This is an optimization exercise on Yosys and OpenROAD, whose aim is small area, not a production implementation.
At most, simulation tests tie the RTL to the original design; equivalence was not proved.
Only the layout flow was run in run 2; the RTL was not checked for function there.
Power is estimated from default activity; no workload was simulated.

==> design.v <==
module tot6502(
	input  clk,
	input  enable,
	input  [7:0]dati,
	output [7:0]dato,
	output [15:0]addr,
	output rw,
	input  rst_n,
	input  irq_n,
	input  nmi_n,
	input  rdy
);
	function [8:0]radd(input [7:0]p, input [7:0]q, input ci);
		integer k;
		reg c;
		begin
			c = ci;
			for(k = 0; k < 8; k = k + 1) begin
				radd[k] = p[k] ^ q[k] ^ c;
				c = (p[k] & q[k]) | (c & (p[k] ^ q[k]));
			end
			radd[8] = c;
		end
	endfunction
	reg [7:0]a, x, y, sp;
	reg [7:0]dl;                            
	reg fn, fv, fd, fi, fz, fc;             
	reg [15:0]pc;
	reg [15:0]ab;                            
	reg [7:0]inst;
	reg [2:0]tctr;
	reg pb;
	reg [1:0]nmi_st;
	reg nmi_p;                               
	reg [1:0]irq_st;
	reg [1:0]brk_k;                          
	wire brk_flag = brk_k == 0;
	wire [1:0]brk_v = brk_flag ? 2'd3 : brk_k;
	reg nmi_n_st;
	wire [2:0]ia = inst[7:5];
	wire [2:0]ib = inst[4:2];
	wire [1:0]ic = inst[1:0];
	wire t0 = tctr == 0;
	wire t1 = tctr == 1;
	wire t2 = tctr == 2;
	wire t3 = tctr == 3;
	wire t4 = tctr == 4;
	wire t5 = tctr == 5;
	wire t6 = tctr == 6;
	wire t7 = tctr == 7;
	wire c0 = ic == 0;
	wire ia45 = ia[2:1] == 2;
	wire zy = ic[1] & ia45;
	wire m_indx = ib == 0 & ic[0];
	wire m_imm  = (ib == 0 & !ic[0] & (ic[1] | ia[2])) | (ib == 2 & ic[0]);
	wire m_zpg  = ib == 1;
	wire m_abs  = ib == 3 & !(c0 & ia == 3);
	wire m_rel  = ib == 4 & c0;
	wire m_indy = ib == 4 & !c0;
	wire m_zpgx = ib == 5 & !zy;
	wire m_zpgy = ib == 5 & zy;
	wire m_absy = (ib == 6 & ic[0]) | (ib == 7 & zy);
	wire m_absx = ib == 7 & !zy;
	wire m_imp2 = (ib == 2 & !ic[0] & (ic[1] | ia[2])) | (ib == 6 & !ic[0]);
	wire m_absxy = m_absx | m_absy;
	wire i_jmp_ind	= inst == 8'h6C;
	wire i_jmp_abs	= inst == 8'h4C;
	wire i_jsr		= inst == 8'h20;
	wire i_rts		= inst == 8'h60;
	wire i_rti		= inst == 8'h40;
	wire i_brk		= inst == 8'h00;
	wire i_php		= inst == 8'h08;
	wire i_pha		= inst == 8'h48;
	wire i_plp		= inst == 8'h28;
	wire i_pla		= inst == 8'h68;
	wire i_push		= i_php | i_pha;
	wire i_pull		= i_plp | i_pla;
	wire i_bra		= m_rel;
	wire i_shy		= inst == 8'h9C;
	wire i_shx		= inst == 8'h9E;
	wire i_sta		= ia == 4 & ic[0];
	wire i_stx		= ia == 4 & ic[1] & ib != 2 & ib != 6;
	wire i_sty		= ia == 4 & c0 & ib[0];
	wire i_bit		= ia == 1 & c0 & (ib == 1 | ib == 3);
	wire i_ldy		= ia == 5 & c0 & (ib[0] | ib == 0);
	wire i_cpxy		= ia[2:1] == 3 & c0 & (ib == 0 | ib == 1 | ib == 3);
	wire i_lda		= ia == 5 & ic[0];
	wire i_ldx		= ia == 5 & ic[1] & ib != 2 & ib != 6;
	wire i_spec		= ib == 2 & ic == 3;               
	wire ldm_act	= ic[1] & (ib[0] | (ic[0] & ib != 2)) & !ia45;
	wire bra_f =
	ia[2:1] == 0 ? fn :
	ia[2:1] == 1 ? fv :
	ia[2:1] == 2 ? fc : fz;
	wire bra = bra_f == ia[0];
	wire exec =
	(m_zpg & t2) |
	((m_abs | m_zpgx | m_zpgy) & t3) |
	(m_absxy & (pb ? t4 : t3)) |
	(m_indx & t5) |
	(m_indy & (pb ? t5 : t4));
	wire op_rdy = exec | (m_imm & t1);
	wire k3 = m_abs | m_zpgx;
	wire k5 = m_indx | m_indy;
	wire ldm_wre = (m_zpg & t2) | (k3 & t3) | (m_absxy & t4) | (k5 & t5);
	wire ldm_dle = (m_zpg & t3) | (k3 & t4) | (m_absxy & t5) | (k5 & t6);
	wire ldm_end = (m_zpg & t4) | (k3 & t5) | (m_absxy & t6) | (k5 & t7);
	wire [8:0]aadd;
	wire bra_pb = aadd[8] ^ dl[7];
	wire st_long = ia == 4 & (ic[0] | ib == 7) & (m_indy | m_absxy);
	wire op_end_nb =
	(ldm_act & ldm_end) |
	(st_long & (m_indy ? t5 : t4)) |
	(m_imp2 & t1) |
	((i_push | i_jmp_abs) & t2) |
	(i_pull & t3) |
	(i_jmp_ind & t4) |
	((i_jsr | i_rti | i_rts) & t5) |
	(i_brk & t6) |
	(!ldm_act & !st_long & op_rdy);
	wire op_end = op_end_nb | (i_bra & ((t1 & !bra) | (t2 & !bra_pb) | t3));
	wire nmi_req 		= nmi_p;
	wire irq_req 		= irq_st[1] == 0 & fi == 0;
	wire ie_req  		= nmi_req | irq_req;
	wire i_st = i_sta | i_stx | i_sty;
	wire st_out = (i_st & !i_shx & !i_shy) | i_pha;
	assign dato = st_out ? aa_in : dl;
	assign addr[15:0] = ab;
	wire st_end = st_long ? (m_indy ? t5 : t4) : op_rdy;
	wire t2p = tctr >= 2;
	wire t3p = tctr >= 3;
	wire s_oadr = (t2p & (m_indx | m_indy | m_zpg | m_zpgx | m_zpgy | i_rti | i_brk | i_push | i_pull |
		((i_jsr | i_rts) & !t5))) | (t3p & (m_abs | m_absxy | i_jmp_ind));
	wire s_wren = (ldm_act & (ldm_dle | ldm_end)) | (i_jsr & (t3 | t4)) | (i_push & t2) |
		(i_brk & (t2 | t3 | t4) & brk_k != 2);
	assign rw 			= !(s_wren | (i_st & !t1 & st_end));
	wire en = enable & (rdy | !rw);
	wire e_t1  = t1;
	wire e_end = op_end_nb;                     
	wire e_dl = ldm_act & ldm_dle;
	wire o_dey = inst == 8'h88;
	wire o_iny = inst == 8'hC8;
	wire o_inx = inst == 8'hE8;
	wire o_dex = inst == 8'hCA;
	wire o_tya = inst == 8'h98;
	wire o_txa = inst == 8'h8A;
	wire o_tay = inst == 8'hA8;
	wire o_tax = inst == 8'hAA;
	wire o_tsx = ia == 5 & ic[1] & ib == 6;      
	wire o_txs = inst == 8'h9A;
	wire o_sha = ic == 2 & ib == 2 & !ia[2];     
	wire o_flg = ib == 6 & c0;                   
	wire u_sub	= (ia == 7 | ia == 6);            
	wire alu_grp	= ic[0] & !ia45 & !i_spec;   
	wire x_alu	= alu_grp & e_end;
	wire x_spec	= i_spec & t1;                
	wire x_ld	= (i_lda | i_ldx | i_ldy) & op_rdy;
	wire x_cp	= i_cpxy & op_rdy;
	wire x_bit	= i_bit & op_rdy;
	wire x_pla	= i_pla & t3;
	wire ls = (e_dl & ia[2:1] == 0) | (e_t1 & o_sha & !ia[1]);              
	wire rs = (e_dl & ia[2:1] == 1) | (e_t1 & o_sha & ia[1]) | (x_spec & ia[2:1] == 1);    
	wire z_a = x_ld | x_pla;                     
	wire s_dl = e_dl;
	wire s_x  = !e_dl & ((i_cpxy & ia[0]) | o_dex | o_inx | o_txa | o_txs | (i_stx & !i_sta));
	wire s_y  = !e_dl & ((i_cpxy & !ia[0]) | o_dey | o_iny | o_tya | i_sty);
	wire s_ax = !e_dl & ((i_spec & ia == 6) | (i_stx & i_sta));
	wire s_sp = (!e_dl & o_tsx & !z_a) | (i_jsr & t4);    
	wire s_a  = !(s_dl | s_x | s_y | s_ax | s_sp | z_a);
	wire [7:0]aa_in =
	({8{s_dl}} & dl) | ({8{s_x}} & x) | ({8{s_y}} & y) | ({8{s_sp}} & sp) |
	({8{s_a | s_ax}} & a & ({8{!s_ax}} | x));
	wire use_dl = alu_grp & !e_dl & ic[1];
	wire use_di = !e_dl & (i_cpxy | i_spec | i_bit | z_a | (alu_grp & !ic[1]));
	wire b_inv = (rs & !i_spec) | (e_dl & ia == 6) | i_cpxy | (i_spec & ia[2:1] == 3) | (alu_grp & u_sub & !e_dl) | o_dey | o_dex;
	wire ls_a = e_t1 & o_sha & !ia[1];
	wire ls_m = e_dl & ia[2:1] == 0;
	wire [7:0]ab_in = (({8{ls_a}} & a) | ({8{use_di}} & dati) | ({8{use_dl | ls_m}} & dl)) ^ {8{b_inv}};
	wire ac_in =
	(e_dl & ia == 7) | (ls & ia[0] & fc) | i_cpxy | o_iny | o_inx |
	(i_spec & ia == 6) | (i_spec & ia == 7 & fc) |
	(alu_grp & !e_dl & (ia == 6 | (ia[1:0] == 3 & fc)));
	wire [7:0]h = aa_in ^ ab_in;
	wire [7:0]g = aa_in & ab_in;
	reg [8:0]sum;
	integer k;
	always @* begin
		sum[0] = ac_in;
		for(k = 0; k < 8; k = k + 1)
			sum[k + 1] = g[k] | (h[k] & sum[k]);
		sum[7:0] = h ^ sum[7:0];
	end
	wire [7:0]and_v = g;
	wire sh_in = ia[0] & fc;
	wire [7:0]shv = {sh_in, g[7:1]};
	wire lg_any = x_bit | (x_alu & ia[2:1] == 0) | (x_alu & ia == 2) | (x_spec & ia[2:1] == 0);
	wire sel_h = lg_any & !x_bit & !i_spec & (ia == 0 | ia == 2);
	wire sel_g = lg_any & (ia != 2 | x_bit | i_spec);
	wire sel_sm = !(rs | lg_any);
	wire [7:0]res =
	({8{rs}} & shv) | ({8{sel_h}} & h) | ({8{sel_g}} & g) | ({8{sel_sm}} & sum[7:0]);
	wire we_a =
	(x_alu & ia != 6) | (x_spec & ia != 4 & ia != 6) | (x_ld & i_lda) | x_pla |
	(e_t1 & (o_tya | o_txa | o_sha));
	wire we_x =
	(x_ld & (i_ldx | inst == 8'hAB)) | (x_spec & ia == 6) |
	(e_t1 & (o_inx | o_dex | o_tax | o_tsx));
	wire we_y = (x_ld & i_ldy) | (e_t1 & (o_iny | o_dey | o_tay));
	wire we_zn =
	x_alu | (x_spec & ia != 4) | x_ld | x_pla | x_cp | x_bit | e_dl |
	(e_t1 & (o_inx | o_dex | o_iny | o_dey | o_tax | o_tay | o_tsx | o_tya | o_txa | o_sha));
	wire tr_a = o_tay | o_tax;
	wire n_res = x_bit ? dati[7] : res[7];
	wire z_res = res == 0;
	wire m_zp1 = m_indx | m_indy | m_zpg | m_zpgx | m_zpgy;
	wire i_stk = i_jsr | i_rts | i_rti | i_brk | i_push | i_pull;
	wire aa_bra = i_bra & t2;
	wire aa_brh = i_bra & t3;
	wire hi_inc = (t3 & m_absxy) | (t4 & m_indy);           
	wire b_idx  = (t2 & (m_absxy | m_indx | m_zpgx | m_zpgy)) | (t3 & m_indy);
	wire b_pass = (t2 & (m_abs | i_jmp_ind)) | (t4 & m_indx);
	wire b_one  = (t2 & m_indy) | hi_inc;
	wire lo_dec = i_jsr | i_push | (i_brk & !t5);
	wire sa_dl = (t2 & (m_abs | m_absxy | i_jmp_ind)) | (t3 & m_indy) | (t4 & m_indx);
	wire sa_lo = !(hi_inc | sa_dl);
	wire [7:0]ad_a =
	({8{hi_inc}} & ab[15:8]) | ({8{sa_dl}} & dl) | ({8{sa_lo}} & ab[7:0]);
	wire ix = m_indx | m_zpgx | m_absx;
	wire b_oth = !aa_bra & !b_idx & !b_pass & !b_one;
	wire ad_s = b_oth & lo_dec;
	wire [7:0]ad_b =
	({8{aa_bra}} & dl) | ({8{b_idx & ix}} & x) | ({8{b_idx & !ix}} & y) | {8{ad_s}};
	wire ad_c = b_one | (b_oth & !lo_dec);
	assign aadd = radd(ad_a, ad_b, ad_c);
	wire [8:0]pc_incl = radd(pc[7:0], 8'h00, 1'b1);
	wire [8:0]pc_inch = radd(pc[15:8], {8{aa_brh & dl[7]}}, aa_brh ? !dl[7] : pc_incl[8]);
	wire [15:0]pc_inc = {pc_inch[7:0], pc_incl[7:0]};
	wire pc_ld = (i_jmp_ind & t4) | (i_jmp_abs & t2) | (i_jsr & t5) | (i_rts & t4) | (i_rti & t5) | (i_brk & t6);
	wire pc_up = (t0 & !ie_req) | (t1 & !((ib == 0 & c0 & !ia[2] & ia != 1) | ((ib == 2 | ib == 6) & !ic[0]))) |
		(t2 & (m_abs | m_absxy)) | (i_rts & t5) | (i_brk & t1 & brk_flag);
	wire pc_upx = pc_up & !pc_ld;
	wire pc_hw = pc_ld | pc_upx | aa_brh;
	wire pc_lw = pc_ld | pc_upx | aa_bra;
	wire [7:0]pc_nvh = ({8{pc_ld}} & dati) | ({8{pc_upx | aa_brh}} & pc_inc[15:8]);
	wire [7:0]pc_nvl = ({8{pc_ld}} & dl) | ({8{pc_upx}} & pc_inc[7:0]) | ({8{aa_bra}} & aadd[7:0]);
	wire [15:0]pc_next = {pc_hw ? pc_nvh : pc[15:8], pc_lw ? pc_nvl : pc[7:0]};
	wire oadr_next = !op_end_nb & !(t4 & (i_jsr | i_rts)) &
		(s_oadr | (t1 & (m_zp1 | i_stk)) | (t2 & (m_abs | m_absxy | i_jmp_ind)));
	wire ld_dt = (t4 & m_indx) | (t2 & (m_abs | m_absxy | i_jmp_ind));
	wire ld_ad = ld_dt | (t2 & (m_indx | m_zpgx | m_zpgy)) | (t3 & m_indy) |
		(t3 & (m_indx | i_jmp_ind | i_jsr | i_rts | i_rti | i_brk)) |
		(t2 & (m_indy | i_rts | i_rti | i_brk | i_pull)) | (t4 & i_rti) | (t5 & i_brk);
	wire ld_hi = (hi_inc & pb) | (t3 & (i_shx | i_shy));
	wire [7:0]shxy = (i_shx ? x : y) & aadd[7:0];    
	wire o_sp = t1 & i_stk;
	wire o_vec = t4 & i_brk;
	wire o_zp = t1 & m_zp1;
	wire o_lw = ld_ad | o_sp | o_zp | o_vec;
	wire [7:0]oaddr_lo =
	({8{ld_ad}} & aadd[7:0]) | ({8{o_sp}} & sp) | ({8{o_zp}} & dati) |
	({8{o_vec}} & {4'hf, 1'b1, brk_v, 1'b0});
	wire o_hdi = ld_dt | (t3 & m_indy);
	wire o_shxy = t3 & (i_shx | i_shy);
	wire o_hadd = hi_inc & pb & !o_shxy;
	wire o_hw = (t1 & (m_zp1 | i_stk)) | o_hdi | o_vec | o_shxy | o_hadd;
	wire [7:0]oaddr_hi =
	{7'h00, o_sp} | {8{o_vec}} | ({8{o_hdi}} & dati) | ({8{o_shxy}} & shxy) |
	({8{o_hadd}} & aadd[7:0]);
	wire [15:0]oaddr_next = {oaddr_hi, oaddr_lo};
	wire d_di = (t3 & (m_indx | i_jmp_ind | i_rts)) | (t1 & (m_abs | m_absxy | i_bra | i_jmp_ind)) | (t2 & m_indy) |
		(t4 & i_rti) | (t5 & i_brk) | (ldm_act & ldm_wre);
	wire d_ph = (t2 & i_jsr) | (t1 & i_brk);
	wire d_pl = (t3 & i_jsr) | (t2 & i_brk);
	wire d_st = (t1 & i_php) | (t3 & i_brk);
	wire d_sp = t4 & i_jsr;
	wire dl_we = d_di | e_dl | d_ph | d_pl | d_st | o_shxy | d_sp;
	wire d_rs = e_dl | d_sp;
	wire [7:0]dl_next =
	({8{d_di}} & dati) | ({8{d_rs}} & res) | ({8{o_shxy}} & shxy) | ({8{d_ph}} & pc_next[15:8]) |
	({8{d_pl}} & pc_next[7:0]) | ({8{d_st}} & {fn, fv, 1'b1, brk_flag | i_php, fd, fi, fz, fc});
	wire sp_ad = (t2 & (i_push | i_pull)) | (t3 & i_rts) | (t4 & (i_rti | i_brk | i_jsr));
	wire sp_di = t1 & i_jsr;                     
	wire sp_rs = t1 & o_txs;
	wire f_pl  = t3 & (i_plp | i_rti);
	wire f_op  = e_t1 & o_flg & ia != 4;
	wire c_sum = (x_alu & (ia[1:0] == 3 | ia[2:1] == 3)) | x_cp | (x_spec & ia[2:1] == 3) | ls;
	wire c_g0  = (e_dl & ia[2:1] == 1) | (e_t1 & o_sha & ia[1]) | (x_spec & ia == 2);
	wire c_g7  = x_spec & (ia[2:1] == 0 | ia == 3);
	wire c_op  = f_op & ia[2:1] == 0;
	wire v_add = (x_alu & ia[1:0] == 3) | (x_spec & ia == 7);
	wire v_arr = x_spec & ia == 3;
	wire v_di  = x_bit | f_pl;
	wire v_clv = f_op & ia[2:1] == 2;
	wire i_op  = f_op & ia[2:1] == 1;
	wire i_bk  = t3 & i_brk;
	wire d_op  = f_op & ia[2:1] == 3;
	always @(posedge clk)
	if(enable)
	begin
		nmi_n_st <= nmi_n;
	end
	always @(posedge clk)
	if(!rst_n)
	begin
		inst 			<= 8'h00;
		brk_k			<= 2;
		fn				<= 0;
		fv				<= 0;
		fd				<= 0;
		fz				<= 0;
		fc				<= 0;
		tctr 	   	<= 1;
		nmi_p			<= 0;
		nmi_st		<= 0;
	end
		else
	if(en)
	begin
		nmi_st[1:0] <= {nmi_st[0], nmi_n_st};
		irq_st[1:0] <= {irq_st[0], irq_n};
		nmi_p <= !(t0 & nmi_p) & (nmi_p | nmi_st[1:0] == 2'b10);
		if(t0)
		begin
			inst		<= ie_req ? 8'h00 : dati;
			brk_k		<= !ie_req ? 2'd0 : nmi_req ? 2'd1 : 2'd3;
		end
		if(pc_hw)
			pc[15:8] <= pc_nvh;
		if(pc_lw)
			pc[7:0] <= pc_nvl;
		if(oadr_next ? o_hw : (pc_hw | s_oadr))
			ab[15:8] <= oadr_next ? oaddr_hi : pc_next[15:8];
		if(oadr_next ? o_lw : (pc_lw | s_oadr))
			ab[7:0] <= oadr_next ? oaddr_lo : pc_next[7:0];
		if(sp_ad | sp_di | sp_rs)
			sp <= ({8{sp_ad}} & aadd[7:0]) | ({8{sp_di}} & dati) | ({8{sp_rs}} & res);
		if((t2 & m_absxy) | (t3 & m_indy))
			pb <= aadd[8];
		if(dl_we)
			dl <= dl_next;
		if(we_a)
			a <= res;
		if(we_x)
			x <= res;
		if(we_y)
			y <= res;
		if(we_zn) begin
			fz <= z_res;
			fn <= n_res;
		end
		if(c_sum | c_g0 | c_g7 | c_op | f_pl)
			fc <= (c_sum & sum[8]) | (c_g0 & g[0]) | (c_g7 & g[7]) | (c_op & ia[0]) | (f_pl & dati[0]);
		if(v_add | v_arr | v_di | v_clv)
			fv <= (v_add & (a[7] ^ sum[7]) & (dati[7] ^ sum[7] ^ ia[2])) | (v_arr & (g[7] ^ g[6])) | (v_di & dati[6]);
		if(i_op | i_bk | f_pl)
			fi <= (i_op & ia[0]) | i_bk | (f_pl & dati[2]);
		if(d_op | f_pl)
			fd <= (d_op & ia[0]) | (f_pl & dati[3]);
		if(f_pl) begin
			fn <= dati[7];
			fz <= dati[1];
		end
		if(op_end)
		begin
			tctr <= 0;
		end
			else
			tctr <= tctr + 1;
	end
endmodule
==> flow/run.sh <==
#!/bin/bash
# The standard layout (standard.sh) with these changes:
#  - synthesis: the standard flow's own synthesis script, with only the ABC mapping script replaced by
#    flow/abc_area.script (area-oriented mapping); registers are mapped exactly as before
#  - the smallest buffer cell for the port buffers
#  - clock tree synthesis with clkbuf_8 buffers, small clusters, without dummy loads
#  - timing-driven global placement keeps none of its trial buffering
# Each tool's output goes to the logs under orfs/logs (ORFS) and to standard_sh.log.
set -e
here=$(pwd)
{ echo 'proc abc {args} { set i [lsearch $args -script]; if {$i >= 0} { lset args [expr {$i + 1}] $::env(AREA_ABC_SCRIPT) }; yosys abc {*}$args }'
  cat synth_recipe.tcl; } > synth_area.tcl
sed "s|SYNTH_SCRIPT=[^ ]*|SYNTH_SCRIPT=$here/synth_area.tcl|" standard.sh > standard_area.sh
export AREA_ABC_SCRIPT="$here/flow/abc_area.script"
export BUFFER_PORTS_ARGS="-buffer_cell sky130_fd_sc_hd__buf_1"
export CTS_ARGS="-sink_clustering_enable -repair_clock_nets -dont_use_dummy_load -buf_list sky130_fd_sc_hd__clkbuf_8 -sink_clustering_size 12 -sink_clustering_max_diameter 60"
export GPL_KEEP_OVERFLOW=0
bash standard_area.sh > standard_sh.log 2>&1
==> flow/abc_area.script <==
strash
&get -n
&st
&dch -f
&nf -p -R 1000
&put
strash
&get -n
&st
&dch -f
&nf -p -R 1000
&put
topo
stime -c
dnsize -c
==> standard.sh <==
#!/bin/bash
# synth_recipe.tcl (not shown) runs the flow's synth.tcl, then flattens the netlist and writes it again
# the make line also repeats each setting of config.mk as NAME=value (left out here)
make -C /OpenROAD-flow-scripts/flow DESIGN_CONFIG=/design/flow/config.mk WORK_HOME=/design/flow/orfs CLKGATE_MAP_FILE= SYNTH_SCRIPT=/design/flow/synth_recipe.tcl "${@:-finish}"
==> config.mk <==
export PLATFORM = sky130hd
export DESIGN_NAME = tot6502
export DESIGN_NICKNAME = tot6502
export VERILOG_FILES = /design/flow/design.v
export SDC_FILE = /design/flow/constraint.sdc
export NUM_CORES = 4
export LEC_CHECK = 0
export ABC_AREA = 1
export CAP_MARGIN = 20
export CORE_MARGIN = 2
export CORE_UTILIZATION = 60
export SLEW_MARGIN = 20
==> constraint.sdc <==
create_clock -name core_clock -period 8.5 [get_ports {clk}]
set_input_delay 1.7000 -clock core_clock [delete_from_list [all_inputs] [get_ports {clk}]]
set_output_delay 1.7000 -clock core_clock [all_outputs]
set_load 0.01 [all_outputs]
==> flow_metrics.env, run 1 <==
export IMPL_via_per_inst=7.79
export IMPL_area_delta_synth_final_pct=8.47
export IMPL_leakage_nw=2.75
export IMPL_synth_edf_count=77
export IMPL_crit_arrival_ns=8.47
export IMPL_final_nets=995
export IMPL_grt_overflow=0
export IMPL_setup_viol=0
export IMPL_slew_viol_final=0
export IMPL_final_seq_area_um2=2740
export IMPL_synth_simple_area_share=0.217
export IMPL_ys_ff_latch=98
export IMPL_slew_headroom=0.221
export IMPL_syn_cell_area_um2=7640
export IMPL_holdWs_ns=0.453
export IMPL_synthXorXnorAreaFrac=0.0172
export IMPL_grt_pass1_wl_um=45800
export IMPL_grt_pass1_vias=8179
export IMPL_numClockSinks=98
export IMPL_clockBufferDepth=2
export IMPL_synth_top_family_by_area="compound AO/OA/AOI/OAI gates"
export IMPL_htree_levels=3
export IMPL_fin_crit_sh=0.964
export IMPL_hold_violations=0
export IMPL_fin_util=0.662
export IMPL_synth_fa_ha_area_frac=0.0947
export IMPL_die_width_um=117
export IMPL_design_area_um2=8280
export IMPL_synth_net_count=939
export IMPL_dp_hpwl_um=22500
export IMPL_async_flop_share=0
export IMPL_hold_buffers=0
export IMPL_status="timing/DRC/antenna clean"
export IMPL_place_gp_congestion=1.02
export IMPL_die_area_um2=13600
export IMPL_numCtsBuffers=9
export IMPL_synth_top_cells_by_area="edfxtp_1 30%, nand2_1 6.4%, fa_1 6.0%, dfxtp_1 5.5%, a21oi_1 4.5%"
export IMPL_io_buffer_count=38
export IMPL_wl_per_cell_um=27.3
export IMPL_max_freq_mhz=122
export IMPL_post_synth_top_area_cell="edfxtp_1"
export IMPL_layout_commonest_cell="nand2_1"
export IMPL_postRouteAntennaNets=0
export IMPL_start_util=0.610
export IMPL_clk_latency_ns=0.40
export IMPL_worst_pin_slew_ns=1.16
export IMPL_reg2reg_slack_ns=0.31
export IMPL_crit_fanout=24
export IMPL_yosys_warnings=1
export IMPL_core_area_um2=12500
export IMPL_total_power_mw=1.10
export IMPL_critical_path_class="flop to flop"
export IMPL_min_period_ns=8.19
export IMPL_placementRows=41
export IMPL_finClkSkew_ns=0.0331
export IMPL_avgSynthCellArea_um2=8.67
export IMPL_io_pins=39
export IMPL_synth_compound_area_frac=0.276
export IMPL_grt_max_degree=32
export IMPL_ys_types=53
export IMPL_hp_class="flop to flop"
export IMPL_maxCapViolCount=0
export IMPL_cp_required_ns=8.78
export IMPL_antenna_found_initial=0
export IMPL_gr_usage_all_layers=0.451
export IMPL_max_vdd_ir_drop_v=0.000150
export IMPL_multi_input_area_um2=4830
export IMPL_crit_path_end_kind="flop"
export IMPL_placed_area_um2=8100
export IMPL_nFillCells=1060
export IMPL_ys_flop_type="edfxtp_1"
export IMPL_firstDrtPassIters=12
export IMPL_via_count=8633
export IMPL_clkTransAtPathRegs_ns=0.10
export IMPL_final_cell_mix="131 x nand2_1, 85 x nor2_1, 77 x edfxtp_1"
export IMPL_drt_wl_total_um=30300
export IMPL_drcViolationCount=0
export IMPL_synthCells=881
export IMPL_die_y_um=117
export IMPL_root_buffer="clkbuf_8"
export IMPL_power_per_cell_area_nw_per_um2=133
export IMPL_drtIter0Drc=1986
export IMPL_rsz0062_at_grt="false"
export IMPL_drive_gt1_frac=0.0439
export IMPL_cts_tree="built"
export IMPL_critPathLaunchType="flop"
export IMPL_muxShareOfSynthArea=0.0136
export IMPL_yosysTopAreaCellShare=0.303
export IMPL_synth_seq_area_share=0.358
==> worst max-delay path, stage by stage, from the launching register on <==
cell and delay [ns]:
dfxtp_1 0.96, nor2b_1 0.46, nand2_1 0.12, nand3_1 0.18
o21ai_0 0.17, nand2_1 0.13, a31oi_2 0.13, buf_6 0.20
clkinv_1 0.08, nor3_1 0.05, nor4_1 0.25, and3_1 0.53
xor2_1 0.32, fa_1 0.25, clkinv_1 0.09, fa_1 0.45
fa_1 0.48, fa_1 0.46, fa_1 0.46, fa_1 0.45
clkinv_1 0.08, fa_1 0.22, fa_1 0.48, a221oi_2 0.54
clkinv_1 0.29, mux2i_1 0.18, a21oi_1 0.08
==> synth_stat cells (6+ instances only) <==
| library cell | count |
|---|---|
| edfxtp_1 | 77 |
| a221oi_1 | 17 |
| o21ai_0 | 50 |
| xor2_1 | 7 |
| a211o_1 | 6 |
| o211ai_1 | 16 |
| o22ai_1 | 8 |
| ha_1 | 21 |
| a31oi_1 | 12 |
| nand3_1 | 33 |
| nand4_1 | 9 |
| mux2i_1 | 7 |
| nor3_1 | 38 |
| nand2_1 | 131 |
| nor4_1 | 14 |
| a222oi_1 | 33 |
| nand2b_1 | 11 |
| and2_0 | 6 |
| fa_1 | 23 |
| a21oi_1 | 68 |
| dfxtp_1 | 21 |
| a22o_1 | 7 |
| nor2b_1 | 17 |
| xnor2_1 | 8 |
| nor2_1 | 87 |
| a22oi_1 | 45 |
| clkinv_1 | 47 |
==> worst paths after layout <==
path,start,endpoint,cells after the start
worst max-delay path,inst[7],fn,26
worst min-delay path,nmi_st[0],nmi_st[0],2
worst max register to register,inst[7],fn,26
worst min register to register,nmi_st[0],nmi_st[0],2
==> stage by stage <==
step / TNS (ns) / cells / worst slack (ns)
after CTS: 0 / 1107 / 0.146
after floorplan: 0 / 881 / 1.00
after detailed placement: -4.40 / 1097 / -0.767
after global routing: 0 / 1107 / 0.0525
after global placement: -6.39 / 1091 / -0.942
final: 0 / 1108 / 0.307
==> report_power, final <==
group | internal [mW] | leakage (nW) | switching, mW | total, mW
Combinational | 0.0879 | 1.81 | 0.200 | 0.287
Sequential | 0.543 | 0.880 | 0.0183 | 0.561
Clock | 0.0954 | 0.0647 | 0.157 | 0.252
==> state kept, by name (all words and copies together), names as in the netlist <==
name and flops:
irq_st 2, fi 1, nmi_n_st 1, pc 16
a 8, y 8, tctr 3, brk_k 2
sp 8, fd 1, inst 8, fv 1
nmi_st 2, x 8, fc 1, nmi_p 1
dl 8, fz 1, ab 16, pb 1
fn 1
==> cell type report <==
type                       instances  share of cell area
tap                              172              0.0260
timing repair buffer              45              0.0239
sequential                        98               0.331
inverter                          47              0.0213
clock buffer                       9              0.0150
multi-input combinational        736               0.583
antenna                            1            0.000302
==> metal layers <==
metal	share of wire	vias up	track usage
met5	0	-	0
met1	0.34	3969	0.568
met4	0.078	0	0.252
met2	0.44	866	0.708
met3	0.14	237	0.122
li1	-	3561	-
==> what timing repair did <==
item                       CTS  global route
cloned                       0             0
resized for setup            5             8
pin swaps                    1             0
buffers inserted             1             0
setup endpoints to repair    8             8
==> kinds of logic (layout without fill, tap and decap cells) <==
kind of cell | after synthesis | in the layout
simple gates | 365 | 365
xor+xnor | 15 | 15
flops | 98 | 98
other cells | 0 | 1
fa+ha+maj | 44 | 44
mux | 10 | 10
buf+inv | 47 | 101
compound gates | 302 | 302
==> run 2, diff against run 1 <==
--- a/design.v
+++ b/design.v
@@ -109,6 +109,7 @@
 	wire bra_pb = aadd[8] ^ dl[7];
 	wire st_long = ia == 4 & (ic[0] | ib == 7) & (m_indy | m_absxy);
-	wire op_end_nb =
+	wire op_end =
 	(ldm_act & ldm_end) |
+	(i_bra & ((t1 & !bra) | (t2 & !bra_pb) | t3)) |
 	(st_long & (m_indy ? t5 : t4)) |
 	(m_imp2 & t1) |
@@ -119,5 +120,4 @@
 	(i_brk & t6) |
 	(!ldm_act & !st_long & op_rdy);
-	wire op_end = op_end_nb | (i_bra & ((t1 & !bra) | (t2 & !bra_pb) | t3));
 	wire nmi_req 		= nmi_p;
 	wire irq_req 		= irq_st[1] == 0 & fi == 0;
@@ -137,5 +137,5 @@
 	wire en = enable & (rdy | !rw);
 	wire e_t1  = t1;
-	wire e_end = op_end_nb;                     
+	wire e_end = op_end;
 	wire e_dl = ldm_act & ldm_dle;
 	wire o_dey = inst == 8'h88;
@@ -159,12 +159,13 @@
 	wire x_bit	= i_bit & op_rdy;
 	wire x_pla	= i_pla & t3;
-	wire ls = (e_dl & ia[2:1] == 0) | (e_t1 & o_sha & !ia[1]);              
-	wire rs = (e_dl & ia[2:1] == 1) | (e_t1 & o_sha & ia[1]) | (x_spec & ia[2:1] == 1);    
-	wire z_a = x_ld | x_pla;                     
+	wire ls = (e_dl & ia[2:1] == 0) | (o_sha & !ia[1]);              
+	wire rs = (e_dl & ia[2:1] == 1) | (o_sha & ia[1]) | (i_spec & ia[2:1] == 1);    
+	wire t1_tsx = t1 & o_tsx;
+	wire z_a = (i_lda | i_ldx | i_ldy | i_pla) & !t1_tsx;       
 	wire s_dl = e_dl;
 	wire s_x  = !e_dl & ((i_cpxy & ia[0]) | o_dex | o_inx | o_txa | o_txs | (i_stx & !i_sta));
 	wire s_y  = !e_dl & ((i_cpxy & !ia[0]) | o_dey | o_iny | o_tya | i_sty);
 	wire s_ax = !e_dl & ((i_spec & ia == 6) | (i_stx & i_sta));
-	wire s_sp = (!e_dl & o_tsx & !z_a) | (i_jsr & t4);    
+	wire s_sp = t1_tsx;
 	wire s_a  = !(s_dl | s_x | s_y | s_ax | s_sp | z_a);
 	wire [7:0]aa_in =
@@ -174,7 +175,5 @@
 	wire use_di = !e_dl & (i_cpxy | i_spec | i_bit | z_a | (alu_grp & !ic[1]));
 	wire b_inv = (rs & !i_spec) | (e_dl & ia == 6) | i_cpxy | (i_spec & ia[2:1] == 3) | (alu_grp & u_sub & !e_dl) | o_dey | o_dex;
-	wire ls_a = e_t1 & o_sha & !ia[1];
-	wire ls_m = e_dl & ia[2:1] == 0;
-	wire [7:0]ab_in = (({8{ls_a}} & a) | ({8{use_di}} & dati) | ({8{use_dl | ls_m}} & dl)) ^ {8{b_inv}};
+	wire [7:0]ab_in = (({8{ls}} & aa_in) | ({8{use_di}} & dati) | ({8{use_dl}} & dl)) ^ {8{b_inv}};
 	wire ac_in =
 	(e_dl & ia == 7) | (ls & ia[0] & fc) | i_cpxy | o_iny | o_inx |
@@ -194,7 +193,7 @@
 	wire sh_in = ia[0] & fc;
 	wire [7:0]shv = {sh_in, g[7:1]};
-	wire lg_any = x_bit | (x_alu & ia[2:1] == 0) | (x_alu & ia == 2) | (x_spec & ia[2:1] == 0);
-	wire sel_h = lg_any & !x_bit & !i_spec & (ia == 0 | ia == 2);
-	wire sel_g = lg_any & (ia != 2 | x_bit | i_spec);
+	wire lg_any = !e_dl & (i_bit | (alu_grp & (ia[2:1] == 0 | ia == 2)) | (i_spec & ia[2:1] == 0));
+	wire sel_h = lg_any & !i_bit & !i_spec & (ia == 0 | ia == 2);
+	wire sel_g = lg_any & (ia != 2 | i_bit | i_spec);
 	wire sel_sm = !(rs | lg_any);
 	wire [7:0]res =
@@ -211,5 +210,5 @@
 	(e_t1 & (o_inx | o_dex | o_iny | o_dey | o_tax | o_tay | o_tsx | o_tya | o_txa | o_sha));
 	wire tr_a = o_tay | o_tax;
-	wire n_res = x_bit ? dati[7] : res[7];
+	wire n_res = i_bit ? dati[7] : res[7];
 	wire z_res = res == 0;
 	wire m_zp1 = m_indx | m_indy | m_zpg | m_zpgx | m_zpgy;
@@ -245,5 +244,5 @@
 	wire [7:0]pc_nvl = ({8{pc_ld}} & dl) | ({8{pc_upx}} & pc_inc[7:0]) | ({8{aa_bra}} & aadd[7:0]);
 	wire [15:0]pc_next = {pc_hw ? pc_nvh : pc[15:8], pc_lw ? pc_nvl : pc[7:0]};
-	wire oadr_next = !op_end_nb & !(t4 & (i_jsr | i_rts)) &
+	wire oadr_next = !op_end & !(t4 & (i_jsr | i_rts)) &
 		(s_oadr | (t1 & (m_zp1 | i_stk)) | (t2 & (m_abs | m_absxy | i_jmp_ind)));
 	wire ld_dt = (t4 & m_indx) | (t2 & (m_abs | m_absxy | i_jmp_ind));
@@ -275,8 +274,8 @@
 	wire d_sp = t4 & i_jsr;
 	wire dl_we = d_di | e_dl | d_ph | d_pl | d_st | o_shxy | d_sp;
-	wire d_rs = e_dl | d_sp;
 	wire [7:0]dl_next =
-	({8{d_di}} & dati) | ({8{d_rs}} & res) | ({8{o_shxy}} & shxy) | ({8{d_ph}} & pc_next[15:8]) |
-	({8{d_pl}} & pc_next[7:0]) | ({8{d_st}} & {fn, fv, 1'b1, brk_flag | i_php, fd, fi, fz, fc});
+	({8{d_di}} & dati) | ({8{e_dl}} & res) | ({8{o_shxy}} & shxy) | ({8{d_ph}} & pc_next[15:8]) |
+	({8{d_pl}} & pc_next[7:0]) | ({8{d_st}} & {fn, fv, 1'b1, brk_flag | i_php, fd, fi, fz, fc}) |
+	({8{d_sp}} & sp);
 	wire sp_ad = (t2 & (i_push | i_pull)) | (t3 & i_rts) | (t4 & (i_rti | i_brk | i_jsr));
 	wire sp_di = t1 & i_jsr;                     
@@ -284,5 +283,6 @@
 	wire f_pl  = t3 & (i_plp | i_rti);
 	wire f_op  = e_t1 & o_flg & ia != 4;
-	wire c_sum = (x_alu & (ia[1:0] == 3 | ia[2:1] == 3)) | x_cp | (x_spec & ia[2:1] == 3) | ls;
+	wire c_sum = (x_alu & (ia[1:0] == 3 | ia[2:1] == 3)) | x_cp | (x_spec & ia[2:1] == 3) |
+		(e_dl & ia[2:1] == 0) | (e_t1 & o_sha & !ia[1]);
 	wire c_g0  = (e_dl & ia[2:1] == 1) | (e_t1 & o_sha & ia[1]) | (x_spec & ia == 2);
 	wire c_g7  = x_spec & (ia[2:1] == 0 | ia == 3);
--- a/flow/run.sh
+++ b/flow/run.sh
@@ -4,5 +4,6 @@
 #    flow/abc_area.script (area-oriented mapping); registers are mapped exactly as before
 #  - the smallest buffer cell for the port buffers
-#  - clock tree synthesis with clkbuf_8 buffers, small clusters, without dummy loads
+#  - clock tree synthesis without dummy loads
+#  - power recovery (downsizing cells off the critical paths) after global routing
 #  - timing-driven global placement keeps none of its trial buffering
 # Each tool's output goes to the logs under orfs/logs (ORFS) and to standard_sh.log.
@@ -14,5 +15,6 @@
 export AREA_ABC_SCRIPT="$here/flow/abc_area.script"
 export BUFFER_PORTS_ARGS="-buffer_cell sky130_fd_sc_hd__buf_1"
-export CTS_ARGS="-sink_clustering_enable -repair_clock_nets -dont_use_dummy_load -buf_list sky130_fd_sc_hd__clkbuf_8 -sink_clustering_size 12 -sink_clustering_max_diameter 60"
+export CTS_ARGS="-sink_clustering_enable -repair_clock_nets -dont_use_dummy_load"
+export RECOVER_POWER=100
 export GPL_KEEP_OVERFLOW=0
 bash standard_area.sh > standard_sh.log 2>&1
==> flow/abc_area.script (replaced) <==
strash
&get -n
&st
&dch -f
&nf -p -R 1000
&put
topo
stime -c
dnsize -c
==> flow_metrics.env, run 2 <==
export IMPL_clk_latency_ns=0.37
export IMPL_slew_headroom=0.270
export IMPL_htree_levels=3
export IMPL_firstDrtPassIters=13
export IMPL_ys_ff_latch=98
export IMPL_antenna_found_initial=0
export IMPL_finClkSkew_ns=0.0217
export IMPL_synth_common_cells="174 x nand2_1, 79 x nor2_1, 77 x edfxtp_1"
export IMPL_die_width_um=118
export IMPL_synth_seq_area_share=0.349
export IMPL_area_delta_synth_final_pct=11.7
export IMPL_cp_required_ns=8.78
export IMPL_critPathLaunchType="flop"
export IMPL_postRouteAntennaNets=0
export IMPL_placementRows=41
export IMPL_drcViolationCount=0
export IMPL_gr_usage_all_layers=0.421
export IMPL_synthCells=920
export IMPL_crit_path_end_kind="flop"
export IMPL_clockBufferDepth=2
export IMPL_drive_gt1_frac=0.0686
export IMPL_yosysTopAreaCellShare=0.295
export IMPL_die_area_um2=14000
export IMPL_placed_area_um2=8260
export IMPL_core_area_um2=12700
export IMPL_p_seq_frac=0.473
export IMPL_layout_commonest_cell="nand2_1"
export IMPL_critPathMaxStageDelay_ns=0.63
export IMPL_hp_class="flop to flop"
export IMPL_num_antenna_cells=0
export IMPL_drtIter0Drc=2129
export IMPL_postLayoutSetupSlackWorst_ns=0.296
export IMPL_start_util=0.619
export IMPL_status="timing/DRC/antenna clean"
export IMPL_dp_hpwl_um=22500
export IMPL_io_pins=39
export IMPL_maxCapViolCount=0
export IMPL_max_vdd_ir_drop_v=0.000106
export IMPL_async_flop_share=0
export IMPL_clkPwrFrac=0.302
export IMPL_via_count=8786
export IMPL_numClockSinks=98
export IMPL_top_regs="ab (16), pc (16)"
export IMPL_leakage_nw=2.98
export IMPL_hold_violations=0
export IMPL_yosys_warnings=1
export IMPL_sw_frac_of_total=0.318
export IMPL_setup_viol=0
export IMPL_grt_pass1_vias=8053
export IMPL_power_switching_mw=0.376
export IMPL_worst_pin_slew_ns=1.08
export IMPL_grt_overflow=0
export IMPL_io_buffer_count=38
export IMPL_numCtsBuffers=9
export IMPL_crit_top_cell="fa_1"
export IMPL_power_per_cell_area_nw_per_um2=135
export IMPL_clkTransAtPathRegs_ns=0.06
export IMPL_place_gp_congestion=1.05
export IMPL_drt_wl_total_um=30200
export IMPL_die_y_um=118
export IMPL_slowest_stage="or4_1"
export IMPL_avgSynthCellArea_um2=8.52
export IMPL_holdWs_ns=0.450
export IMPL_grt_pass1_wl_um=45600
export IMPL_root_buffer="clkbuf_16"
export IMPL_synth_net_count=978
export IMPL_via_per_inst=7.65
export IMPL_ys_types=56
export IMPL_pre_cts_ws_ns=-0.725
export IMPL_final_cell_mix="172 x nand2_1, 77 x edfxtp_1, 69 x nor2_1"
export IMPL_max_freq_mhz=122
export IMPL_min_period_ns=8.20
export IMPL_cts_tree="built"
export IMPL_wl_per_cell_um=26.3
export IMPL_synth_most_common_cell="nand2_1"
export IMPL_ys_flop_type="edfxtp_1"
export IMPL_crit_arrival_ns=8.49
export IMPL_total_power_mw=1.18
export IMPL_fin_util=0.691
export IMPL_final_nets=1037
export IMPL_internal_power_mw=0.808
export IMPL_critical_path_class="flop to flop"
export IMPL_synth_edf_count=77
export IMPL_grt_max_degree=37
export IMPL_design_area_um2=8750
export IMPL_fin_crit_sh=0.965
export IMPL_synth_top_cells_by_area="edfxtp_1 30%, nand2_1 8.3%, fa_1 5.9%, a222oi_1 5.7%, dfxtp_1 5.4%"
export IMPL_syn_cell_area_um2=7840
export IMPL_slew_viol_final=0
export IMPL_pwr_share_comb=0.225
export IMPL_post_synth_top_area_cell="edfxtp_1"
export IMPL_crit_fanout=16
[run 2: cell types whose count changed in the layout (fill, tap and decap cells not counted), moves of 12 or more]
cell / change
a21oi_1: -20
a31oi_1: +13
nor2_1: -16
nand2_1: +41
a222oi_1: +12
[run 2: path summary, 6_finish.rpt]
| kind | start | end | slack (ns) | cells past startpoint |
|---|---|---|---|---|
| worst max-delay path | inst[2] | fz | 0.30 | 29 |
| worst min-delay path | irq_st[0] | irq_st[1] | 0.45 | 0 |
| worst max register to register | inst[2] | fz | 0.30 | 29 |
| worst min register to register | irq_st[0] | irq_st[1] | 0.45 | 0 |
[run 2: layer usage]
layer | GRT usage | vias to the layer above | share of wire
li1 | - | 3703 | -
met1 | 0.573 | 4067 | 0.35
met2 | 0.637 | 886 | 0.43
met3 | 0.124 | 130 | 0.17
met4 | 0.154 | 0 | 0.041
met5 | 0 | - | 0
[run 2: cell families after synthesis]
family,count (synthesis),share of synthesized area
fa+ha+maj,44,0.0923
compound gates,298,0.271
xor+xnor,15,0.0168
flops,98,0.349
buf+inv,51,0.0244
mux,9,0.0129
simple gates,405,0.234
[run 2: layout make-up]
type,count,area (µm²)
flip-flops and latches,98,2760
multi-input cells,771,5130
fillers,1035,3920
well taps,172,215
repair buffers,48,223
inverters,51,195
clock buffers,9,225
[run 2: critical path, delay by kind of cell (launching register included)]
kind	cells	cell delay, ns
xor gates and xnor gates	1	0.13
and+or+nand+nor	12	2.50
buffers and inverters	2	0.19
DFF	1	0.45
AOI/OAI and AO/OA	6	1.09
adders and majority gates	8	3.76
[run 2: power groups by stage]
stage / Combinational [mW] / Clock [mW] / Sequential (mW)
detailed placement: 0.247 / 0 / 0.570
global placement: 0.239 / 0 / 0.569
floorplan: 0.161 / 0 / 0.565
CTS: 0.250 / 0.348 / 0.560
finish: 0.267 / 0.357 / 0.560
global route: 0.281 / 0.366 / 0.561
[run 2: stage by stage]
step / cells / TNS [ns]
floorplan: 920 / 0
global placement: 1130 / -49.24
detailed placement: 1134 / -18.67
CTS: 1144 / -0.0795
global route: 1149 / -0.00248
finish: 1149 / 0
[run 2: timing repair]
item	CTS	global route
pin swaps	3	3
hold buffers	0	0
setup endpoints to repair	41	33
gates resized for setup	20	38
setup buffers	1	5

separate check: timing with driven ports:
In the flow no input, the clock included, has a driving cell. The finished layouts below were timed again as built, in two steps.
Step 1 assumes that a clkbuf_16 drives the clock port and a buf_2 every other input.
Step 2 times the ports against the registers' clock, not the clock port: input delays grow and output delays shrink by t, the midpoint of the rising clock arrivals with the driver on.
a / b / c = no drivers / after step 1 / after step 2; a / b = the first two.
| run | shift t [ns] | setup slack, ns | worst setup path after step 2 | clock arrival spread, ns | worst slew at a driven data input, ns |
|---|---|---|---|---|---|
| run 1 | 0.420 | 0.307 / 0.307 / 0.307 | register to register | 0.033 / 0.034 | 0.03 |
| run 2 | 0.402 | 0.296 / 0.296 / 0.296 | register to register | 0.022 / 0.021 | 0.04 |
After both steps every run listed still meets setup and hold.
